Context: an optimization exercise on an open-source flow, tuned for small area. The choices shown serve that exercise and are no tape-out recipe.
RTL that was checked went through simulation tests only; none was proved equivalent to the original.
Power figures rest on the tool's default switching activity, not on a simulated workload.

==> flow/design.v (excerpt) <==
module pipeline_top(
    input         clk,
    input         reset,
    output [8:0]  imem_addr,
    input  [31:0] imem_rdata,
    output [7:0]  dmem_addr,
    input  [63:0] dmem_rdata,
    output [63:0] dmem_wdata,
    output        dmem_we
    );
    reg [63:0] r0, r1, r2, r3;    
    reg [3:0]  we;                
    reg [3:0]  hold;              
    reg [8:0] pc;
    always @(posedge clk or posedge reset)
        if (reset) pc <= 9'd0;
        else       pc <= pc + 9'd1;
    assign imem_addr = pc;
    wire [3:0] f_op    = imem_rdata[31:28];
    wire [1:0] f_ra    = imem_rdata[27:26];
    wire       f_load  = (f_op == 4'b1010);
    wire       f_store = (f_op == 4'b1011);
    wire       f_wreg  = ~(f_store | (f_op == 4'b1111));
    wire       f_mem   = f_load | f_store;
    wire [1:0] f_dst   = f_load ? f_ra : imem_rdata[23:22];
    reg       d_mem, d_wreg;
    reg [3:0] d_nrsel;            
    reg [1:0] d_dst;
    reg [7:0] d_addr;
    always @(posedge clk or posedge reset)
        if (reset) begin
            d_mem  <= 1'b0;
            d_wreg <= 1'b0;
        end else begin
            d_mem  <= f_mem;
            d_wreg <= f_wreg;
        end
    always @(posedge clk) begin
        d_nrsel[0] <= (f_ra != 2'd0);
        d_nrsel[1] <= (f_ra != 2'd1);
        d_nrsel[2] <= (f_ra != 2'd2);
        d_nrsel[3] <= (f_ra != 2'd3);
        d_dst  <= f_dst;
        d_addr <= imem_rdata[21:14];
    end
    wire [63:0] p01 = ~(({64{d_nrsel[0]}} | r0) & ({64{d_nrsel[1]}} | r1));
    wire [63:0] p23 = ~(({64{d_nrsel[2]}} | r2) & ({64{d_nrsel[3]}} | r3));
    wire [63:0] rdata = p01 | p23;
    reg        e_mem, e_wreg;
    reg [1:0]  e_dst;
    reg [7:0]  e_addr;
    reg [63:0] e_val;
    always @(posedge clk or posedge reset)
        if (reset) begin
            e_mem  <= 1'b0;
            e_wreg <= 1'b0;
        end else begin
            e_mem  <= d_mem;
            e_wreg <= d_wreg;
        end
    always @(posedge clk) begin
        e_dst  <= d_dst;
        e_addr <= d_addr;
        e_val  <= rdata;
    end
    reg        m_mem, m_wreg;
  ...
export LEC_CHECK = 0
export CAP_MARGIN = 20
export CORE_MARGIN = 2
export CORE_UTILIZATION = 40
export SLEW_MARGIN = 20
create_clock -name core_clock -period 5.0 [get_ports {clk}]
standard.sh (not shown) runs the stock make flow with config.mk's settings and CLKGATE_MAP_FILE= SYNTH_SCRIPT=/design/flow/synth_recipe.tcl, a recipe that flattens the netlist after the stock synthesis.
==> flow/flow/run.sh <==
#!/bin/bash
# Standard ORFS layout (standard.sh) in two parts: after the floorplan, every
# cell is swapped to its smallest drive strength (flow/downsize.tcl), so that
# the later repair steps size up only where needed.  Ports are buffered by the
# smallest buffer and the clock tree is built from small clock buffers.
set -euo pipefail
ARGS=(BUFFER_PORTS_ARGS="-buffer_cell sky130_fd_sc_hd__buf_1"
      CTS_ARGS="-sink_clustering_enable -repair_clock_nets -dont_use_dummy_load -buf_list sky130_fd_sc_hd__clkbuf_4 -sink_clustering_size 12 -sink_clustering_max_diameter 60" )
bash standard.sh "${ARGS[@]}" floorplan > standard_floorplan.log 2>&1
DOWNSIZE_ODB=orfs/results/$FLOW_PLATFORM/pipeline_top/base/2_floorplan.odb \
  openroad -no_init -exit flow/downsize.tcl > downsize.log 2>&1
bash standard.sh "${ARGS[@]}" finish > standard_finish.log 2>&1
==> flow/flow/downsize.tcl <==
# Swap every standard cell of the synthesized netlist to the smallest drive
# strength of the same cell, before placement; the flow's own repair steps
# then size up or buffer only where slew, capacitance or timing need it.
set odb $::env(DOWNSIZE_ODB)
read_db $odb
set db [ord::get_db]
set block [ord::get_db_block]
set masters {}
foreach lib [$db getLibs] {
  foreach m [$lib getMasters] {
    dict set masters [$m getName] $m
  }
}
set n 0
foreach inst [$block getInsts] {
  set m [$inst getMaster]
  set name [$m getName]
  if {![regexp {^(sky130_fd_sc_hd__[a-z0-9]+)_([0-9]+)$} $name -> base drv]} { continue }
  if {[string match *tap* $base] || [string match *fill* $base] || [string match *decap* $base]} { continue }
  set best $m
  set best_area [expr {[$m getWidth] * [$m getHeight]}]
  dict for {cand cm} $masters {
    if {![regexp "^${base}_\[0-9\]+\$" $cand]} { continue }
    if {[string match *lpflow* $cand] || [string match *probe* $cand]} { continue }
    set a [expr {[$cm getWidth] * [$cm getHeight]}]
    if {$a < $best_area} { set best $cm; set best_area $a }
  }
  if {$best ne $m} {
    $inst swapMaster $best
    incr n
  }
}
puts "downsize: swapped $n instances"
write_db $odb
Then changed:
--- a/flow/flow/run.sh
+++ b/flow/flow/run.sh
@@ -8 +8 @@
-      CTS_ARGS="-sink_clustering_enable -repair_clock_nets -dont_use_dummy_load -buf_list sky130_fd_sc_hd__clkbuf_4 -sink_clustering_size 12 -sink_clustering_max_diameter 60" )
+      CTS_ARGS="-sink_clustering_enable -repair_clock_nets -dont_use_dummy_load -buf_list {sky130_fd_sc_hd__clkbuf_4 sky130_fd_sc_hd__clkbuf_8} -sink_clustering_size 10 -sink_clustering_max_diameter 50" )
Core utilization grows by 1.1 points. Wire length came out higher by 0.47%. Clock power is higher by 40%. Worst setup slack improved by 160 ps. Design area came out higher by 2.5%. Via count came out higher by 0.41%.

Another version of the RTL of pipeline_top (not shown whole).
Size: roughly 840 cells after synthesis, roughly 500 flip-flops, roughly 15000 sq um of cells after synthesis.
// pipeline_top
module pipeline_top(
    input         clk,
    input         reset,
    output [8:0]  imem_addr,
    input  [31:0] imem_rdata,
    output [7:0]  dmem_addr,
    input  [63:0] dmem_rdata,
    output [63:0] dmem_wdata,
    output        dmem_we
    );
Settings: LEC_CHECK=0, CAP_MARGIN=20, CORE_MARGIN=2, CORE_UTILIZATION=40, SLEW_MARGIN=20; clock period 5.0 ns.
==> flow/flow/run.sh <==
#!/bin/bash
# Standard ORFS layout (standard.sh) with smaller port buffers and a tuned clock tree.
set -euo pipefail
bash standard.sh \
  BUFFER_PORTS_ARGS="-buffer_cell sky130_fd_sc_hd__buf_1" \
  CTS_ARGS="-sink_clustering_enable -repair_clock_nets -dont_use_dummy_load -buf_list sky130_fd_sc_hd__clkbuf_8 -sink_clustering_size 16 -sink_clustering_max_diameter 50"  \
  finish > standard_flow.log 2>&1
Next try:
==> flow/flow/run.sh (replaced) <==
#!/bin/bash
# Standard ORFS layout (standard.sh) with smaller port buffers and a tuned clock tree.
set -euo pipefail
bash standard.sh \
  BUFFER_PORTS_ARGS="-buffer_cell sky130_fd_sc_hd__buf_1" \
  CTS_ARGS="-sink_clustering_enable -repair_clock_nets -dont_use_dummy_load -buf_list sky130_fd_sc_hd__clkbuf_4 -sink_clustering_size 10 -sink_clustering_max_diameter 50" RECOVER_POWER=100 \
  finish > standard_flow.log 2>&1
Outcome: This time the run finished but fails on max-capacitance violations, max-slew violations; utilization decreases by 0.58 points; worst hold slack is better by 0.012 ns; critical path depth increases by 1; cell area decreases by 1.3%; area after synthesis does not change; via count increases by 1.4%; routed wire length increases by 0.33%.

willow:
pipeline_top, a different RTL version from the one above (not shown whole).
Size: about 510 flip-flops, ~15000 um2 of cells after synthesis.
make LEC_CHECK=0 CAP_MARGIN=20 CORE_MARGIN=2 CORE_UTILIZATION=40 CTS_CLUSTER_DIAMETER=60 CTS_CLUSTER_SIZE=25 SLEW_MARGIN=20 finish   # period 5.0 ns
run.sh (not shown) runs the stock make flow with config.mk's settings and CLKGATE_MAP_FILE= SYNTH_SCRIPT=/design/flow/synth_recipe.tcl, a recipe that flattens the netlist after the stock synthesis.
Stock flow here: none of the scripts above is used.
> inputs changed (willow -> garnet)
diff --git a/flow/config.mk b/flow/config.mk
--- a/flow/config.mk
+++ b/flow/config.mk
@@ -11,2 +11,3 @@
-export CTS_CLUSTER_DIAMETER = 60
-export CTS_CLUSTER_SIZE = 25
+export CTS_BUF_LIST = sky130_fd_sc_hd__clkbuf_8
+export CTS_CLUSTER_DIAMETER = 50
+export CTS_CLUSTER_SIZE = 18
### Flow results
- Delta (garnet minus willow): first-pass GRT wire length up about 0.4%, TritonCTS buffer count climbed 8, clock period minus final worst setup slack saw an increase.
- Relative to willow, the final cell area reported for garnet is lower.
- The higher buffering overhead of willow and garnet is in garnet.
- Setup slack in garnet is smaller than in willow.
- willow and garnet ended up with nearly the same number of I/O port buffers.
- The lower total net switching power of willow and garnet is in garnet.
Changes in yarrow relative to garnet:
diff --git a/flow/config.mk b/flow/config.mk
--- a/flow/config.mk
+++ b/flow/config.mk
@@ -11,3 +10,0 @@
-export CTS_BUF_LIST = sky130_fd_sc_hd__clkbuf_8
-export CTS_CLUSTER_DIAMETER = 50
-export CTS_CLUSTER_SIZE = 18
--- outcome ---
- Diff garnet -> yarrow: layout-stage area growth over the synthesis result up 4.1 points; wire length up 0.34%; tap cell instance count flat; final core utilization up 1.7 points.
- Looking at share of cells above drive strength 1, yarrow sits 0.62 points lower than garnet does.
> inputs changed (yarrow -> nickel)
==> flow/flow/run.sh (new file) <==
#!/bin/bash
# Standard ORFS layout (standard.sh) with smaller port buffers and a tuned clock tree.
set -euo pipefail
bash standard.sh \
  BUFFER_PORTS_ARGS="-buffer_cell sky130_fd_sc_hd__buf_1" \
  CTS_ARGS="-sink_clustering_enable -repair_clock_nets -dont_use_dummy_load -buf_list sky130_fd_sc_hd__clkbuf_4 -sink_clustering_size 12 -sink_clustering_max_diameter 60"  \
  finish > standard_flow.log 2>&1
==> flow/standard.sh (new file) <==
#!/bin/bash
# synth_recipe.tcl (not shown) runs the flow's synth.tcl, then flattens the netlist and writes it again
# the make line also repeats each setting of config.mk as NAME=value (left out here)
make -C /OpenROAD-flow-scripts/flow DESIGN_CONFIG=/design/flow/config.mk WORK_HOME=/design/flow/orfs CLKGATE_MAP_FILE= SYNTH_SCRIPT=/design/flow/synth_recipe.tcl "${@:-finish}"
removed: flow/run.sh
[summary]
- [compare] base=yarrow new=nickel: filler cell count higher, cell count lower, wire length reported by the detailed router lower.
- Against yarrow as the reference, nickel delivers a lower proportion of layout cells with a drive suffix above 1.
- Per the comparison of nickel with yarrow, total routing resource utilization after global routing now smaller; ratio of final minimum period to clock period fell by 6.9 points.
Here is what was changed in the inputs of violet compared with nickel.
==> flow/run.sh (new file) <==
#!/bin/bash
# synth_recipe.tcl (not shown) runs the flow's synth.tcl, then flattens the netlist and writes it again
# the make line also repeats each setting of config.mk as NAME=value (left out here)
make -C /OpenROAD-flow-scripts/flow DESIGN_CONFIG=/design/flow/config.mk WORK_HOME=/design/flow/orfs CLKGATE_MAP_FILE= SYNTH_SCRIPT=/design/flow/synth_recipe.tcl finish
diff --git a/flow/config.mk b/flow/config.mk
--- a/flow/config.mk
+++ b/flow/config.mk
@@ -10,0 +11 @@
+export CTS_BUF_LIST = sky130_fd_sc_hd__clkbuf_8
removed: flow/flow/run.sh
removed: flow/standard.sh
Results
- When violet is measured against nickel, its final worst clock skew turns out 50 ps lower.
- Routed wire length on violet is up relative to nickel.
- Taking nickel as the reference, in violet design area +about 14%, share of the core filled with cells in the final layout grew by 6.3 points, final worst hold slack increased by 39 ps relative to the old numbers, final critical-path share of the clock period rose by 6.3 points.
- In the tables for violet and nickel, met2 capacity usage during global routing reads lower with nickel.
- On fraction of standard cell area in multi-input logic: between violet and nickel, it ends up higher for nickel.
- nickel has higher sequential share of layout area than violet.
- violet completed end to end with timing, DRC and antenna clean.
> inputs changed (violet -> ember)
==> flow/flow/run.sh (new file) <==
#!/bin/bash
# Standard ORFS layout (standard.sh) with smaller port buffers and a tuned clock tree.
set -euo pipefail
bash standard.sh \
  BUFFER_PORTS_ARGS="-buffer_cell sky130_fd_sc_hd__buf_1" \
  CTS_ARGS="-sink_clustering_enable -repair_clock_nets -dont_use_dummy_load -buf_list sky130_fd_sc_hd__clkbuf_4 -sink_clustering_size 10 -sink_clustering_max_diameter 50"  \
  finish > standard_flow.log 2>&1
==> flow/standard.sh (new file) <==
#!/bin/bash
# synth_recipe.tcl (not shown) runs the flow's synth.tcl, then flattens the netlist and writes it again
# the make line also repeats each setting of config.mk as NAME=value (left out here)
make -C /OpenROAD-flow-scripts/flow DESIGN_CONFIG=/design/flow/config.mk WORK_HOME=/design/flow/orfs CLKGATE_MAP_FILE= SYNTH_SCRIPT=/design/flow/synth_recipe.tcl "${@:-finish}"
diff --git a/flow/config.mk b/flow/config.mk
--- a/flow/config.mk
+++ b/flow/config.mk
@@ -11 +10,0 @@
-export CTS_BUF_LIST = sky130_fd_sc_hd__clkbuf_8
removed: flow/run.sh
Looking only at maximum achievable frequency, and setting everything else aside, the lower value of violet and ember goes to violet. HPWL after detailed placement across violet and ember: no real change. In the reports for violet and ember, the smaller wire length of the first global-routing pass belongs to ember. Routing usage on met3 for ember: 0.89 points down relative to violet. On total power, ember does better than violet. Relative to violet, post-detailed-route via-to-cell ratio has gone up in ember.
Function was not checked in any run of this note: the RTL went through the layout flow alone.

the previous run:
pipeline_top, a different RTL version from the one above (not shown whole).
Size in the first run: roughly 840 cells after synthesis, roughly 500 flip-flops, roughly 180 I/O pins, roughly 0.015 mm² of cells after synthesis.
## pipeline_top
module pipeline_top(
    input         clk,
    input         reset,
    output [8:0]  imem_addr,
    input  [31:0] imem_rdata,
    output [7:0]  dmem_addr,
    input  [63:0] dmem_rdata,
    output [63:0] dmem_wdata,
    output        dmem_we
    );
Settings: LEC_CHECK=0, CAP_MARGIN=0, CORE_MARGIN=2, CORE_UTILIZATION=55, PLACE_DENSITY=0.7, SLEW_MARGIN=0; clock period 5.0 ns.
standard.sh (not shown) runs the stock make flow with config.mk's settings and CLKGATE_MAP_FILE= SYNTH_SCRIPT=/design/flow/synth_recipe.tcl, a recipe that flattens the netlist after the stock synthesis.
==> flow/flow/run.sh <==
#!/bin/bash
# Standard ORFS layout (standard.sh) with smaller port buffers and a tuned clock tree.
set -euo pipefail
bash standard.sh \
  BUFFER_PORTS_ARGS="-buffer_cell sky130_fd_sc_hd__buf_1" \
  CTS_ARGS="-sink_clustering_enable -repair_clock_nets -dont_use_dummy_load -buf_list sky130_fd_sc_hd__clkbuf_4 -sink_clustering_size 10 -sink_clustering_max_diameter 50"  \
  finish > standard_flow.log 2>&1
The inputs of the current run differ from those of the previous run as listed below.
- CORE_UTILIZATION now 60, was 55
- CAP_MARGIN now 20, was 0
- SLEW_MARGIN now 20, was 0
- PLACE_DENSITY no longer set, was 0.7
==> flow/flow/run.sh <==
#!/bin/bash
# Standard ORFS layout (standard.sh) with smaller port buffers and a tuned clock tree.
set -euo pipefail
bash standard.sh \
  BUFFER_PORTS_ARGS="-buffer_cell sky130_fd_sc_hd__buf_1" \
  CTS_ARGS="-sink_clustering_enable -repair_clock_nets -dont_use_dummy_load -buf_list sky130_fd_sc_hd__clkbuf_4 -sink_clustering_size 12 -sink_clustering_max_diameter 40"  \
  finish > standard_flow.log 2>&1
## What came out
Per the final summary, the current run finished and its layout is clean on timing, DRC and antenna.
Taking the previous run as the reference, in the current run post-synthesis net count barely changed; global routing met2 resource utilization picked up an extra 7.5 points; design area moved down; first-pass iteration count of the detailed router has decreased.
[the current run vs the previous run] routed wire length: higher in the current run
For the previous run, the termination of the worst setup path was e_val[36]$_DFF_P_, unlike the current run, where it was e_val[17]$_DFF_P_.

pipeline_top with an RTL version that a note above also has.
For scale: ~1100 cells after synthesis, ~15000 µm² of cells after synthesis.
clock: 5.0 ns
lec_check: 0
cap_margin: 20
core_margin: 2
core_utilization: 40
gpl_routability_driven: 0
gpl_timing_driven: 0
slew_margin: 20
==> flow/flow/run.sh <==
#!/bin/bash
# Standard ORFS layout (standard.sh) in two parts: after the floorplan, every
# cell is swapped to its smallest drive strength (flow/downsize.tcl), so that
# the later repair steps size up only where needed.  Ports are buffered by the
# smallest buffer and the clock tree is built from small clock buffers.
set -euo pipefail
ARGS=(BUFFER_PORTS_ARGS="-buffer_cell sky130_fd_sc_hd__buf_1"
      CTS_ARGS="-sink_clustering_enable -repair_clock_nets -dont_use_dummy_load -buf_list sky130_fd_sc_hd__clkbuf_4 -sink_clustering_size 10 -sink_clustering_max_diameter 50" )
bash standard.sh "${ARGS[@]}" floorplan > standard_floorplan.log 2>&1
DOWNSIZE_ODB=orfs/results/$FLOW_PLATFORM/pipeline_top/base/2_floorplan.odb \
  openroad -no_init -exit flow/downsize.tcl > downsize.log 2>&1
bash standard.sh "${ARGS[@]}" finish > standard_finish.log 2>&1
Scripts as last shown in full above: flow/flow/downsize.tcl
The baseline completed with no timing, DRC or antenna violations.
Rerun with:
--- a/flow/flow/run.sh
+++ b/flow/flow/run.sh
@@ -8 +8 @@
-      CTS_ARGS="-sink_clustering_enable -repair_clock_nets -dont_use_dummy_load -buf_list sky130_fd_sc_hd__clkbuf_4 -sink_clustering_size 10 -sink_clustering_max_diameter 50" )
+      CTS_ARGS="-sink_clustering_enable -repair_clock_nets -dont_use_dummy_load -buf_list sky130_fd_sc_hd__clkbuf_4 -sink_clustering_size 11 -sink_clustering_max_diameter 70" )
GPL_ROUTABILITY_DRIVEN = not set   (was 0)
GPL_TIMING_DRIVEN = not set   (was 0)
Hold slack improved by 0.015 ns.
Global-route usage is lower by 0.26 points.
Final area fell by about 1.6%.
Synthesized area stays the same.
Cell count came out lower by about 5%.
Total power decreases by 1.1%.
Rerun with:
--- a/flow/flow/run.sh
+++ b/flow/flow/run.sh
@@ -8 +8 @@
-      CTS_ARGS="-sink_clustering_enable -repair_clock_nets -dont_use_dummy_load -buf_list sky130_fd_sc_hd__clkbuf_4 -sink_clustering_size 11 -sink_clustering_max_diameter 70" )
+      CTS_ARGS="-sink_clustering_enable -repair_clock_nets -dont_use_dummy_load -buf_list sky130_fd_sc_hd__clkbuf_4 -sink_clustering_size 10 -sink_clustering_max_diameter 50" )
CAP_MARGIN = 0   (was 20)
SLEW_MARGIN = 0   (was 20)
- worst setup slack degrades by 0.030 ns
- count of clock-buffer cells in the layout goes up by 6
- cell count grows by 0.35%
- flip-flop and latch count is unchanged
- clock skew is higher by 0.049 ns
- routed wire length is about the same
Rerun with:
--- a/flow/flow/run.sh
+++ b/flow/flow/run.sh
@@ -8 +8 @@
-      CTS_ARGS="-sink_clustering_enable -repair_clock_nets -dont_use_dummy_load -buf_list sky130_fd_sc_hd__clkbuf_4 -sink_clustering_size 10 -sink_clustering_max_diameter 50" )
+      CTS_ARGS="-sink_clustering_enable -repair_clock_nets -dont_use_dummy_load -buf_list sky130_fd_sc_hd__clkbuf_4 -sink_clustering_size 10 -sink_clustering_max_diameter 40" )
CAP_MARGIN = 20   (was 0)
SLEW_MARGIN = 20   (was 0)
Effect: Cell area rose slightly. Worst setup slack improves by 0.087 ns. Routed wire length grows slightly. Power rises slightly. Sequential power stays flat.

==> afterwards: timing with drivers on the ports <==
How much do the figures lean on ideal ports? The routed layouts below were timed once more, with nothing changed but the port constraints. Step 1 (the two cells are an assumption about what drives the block):
set clk [get_ports {clk}]
set_driving_cell -lib_cell sky130_fd_sc_hd__clkbuf_16 $clk
set_driving_cell -lib_cell sky130_fd_sc_hd__buf_2 [delete_from_list [all_inputs] $clk]
Step 2, shift: input delay + t, output delay - t, t = (earliest + latest rising clock arrival at the registers) / 2. This alone moves slack from input paths to output paths. Three values: ideal, step 1, step 2; two values: the first two.
| run | t (ns) | setup WS [ns] | worst hold slack (ns) | worst slew at a driven data input, ns |
|---|---|---|---|---|
| the first run of note 1 | 0.777 | 2.405 / 2.359 / 2.880 | 0.288 / 0.264 / 0.331 | 0.05 |
| the second run of note 1 | 0.665 | 2.562 / 2.515 / 2.918 | 0.322 / 0.322 / 0.322 | 0.05 |
| the first run of note 2 | 0.621 | 2.568 / 2.523 / 2.743 | 0.293 / 0.293 / 0.293 | 0.05 |
| the second run of note 2 | 0.777 | 1.458 / 1.458 / 1.458 | 0.305 / 0.292 / 0.305 | 0.05 |
| willow | 0.570 | 2.146 / 2.146 / 2.146 | 0.317 / 0.317 / 0.317 | 0.05 |
| garnet | 0.622 | 2.119 / 2.119 / 2.119 | 0.323 / 0.323 / 0.323 | 0.04 |
| yarrow | 0.589 | 2.131 / 2.131 / 2.131 | 0.322 / 0.322 / 0.322 | 0.05 |
| nickel | 0.736 | 2.474 / 2.474 / 2.474 | 0.277 / 0.277 / 0.277 | 0.04 |
| violet | 0.639 | 2.159 / 2.159 / 2.159 | 0.316 / 0.316 / 0.316 | 0.05 |
| ember | 0.807 | 2.480 / 2.480 / 2.480 | 0.301 / 0.285 / 0.301 | 0.04 |
| the previous run | 0.701 | 2.479 / 2.479 / 2.479 | 0.326 / 0.326 / 0.326 | 0.06 |
| the current run | 0.714 | 2.416 / 2.416 / 2.416 | 0.315 / 0.315 / 0.315 | 0.04 |
| the first run of note 5 | 0.835 | 2.395 / 2.348 / 2.756 | 0.275 / 0.250 / 0.321 | 0.04 |
| the second run of note 5 | 0.811 | 2.403 / 2.354 / 2.902 | 0.290 / 0.263 / 0.331 | 0.04 |
| the third run of note 5 | 0.822 | 2.373 / 2.326 / 2.886 | 0.255 / 0.229 / 0.330 | 0.04 |
| the fourth run of note 5 | 0.751 | 2.460 / 2.413 / 2.925 | 0.303 / 0.303 / 0.303 | 0.04 |
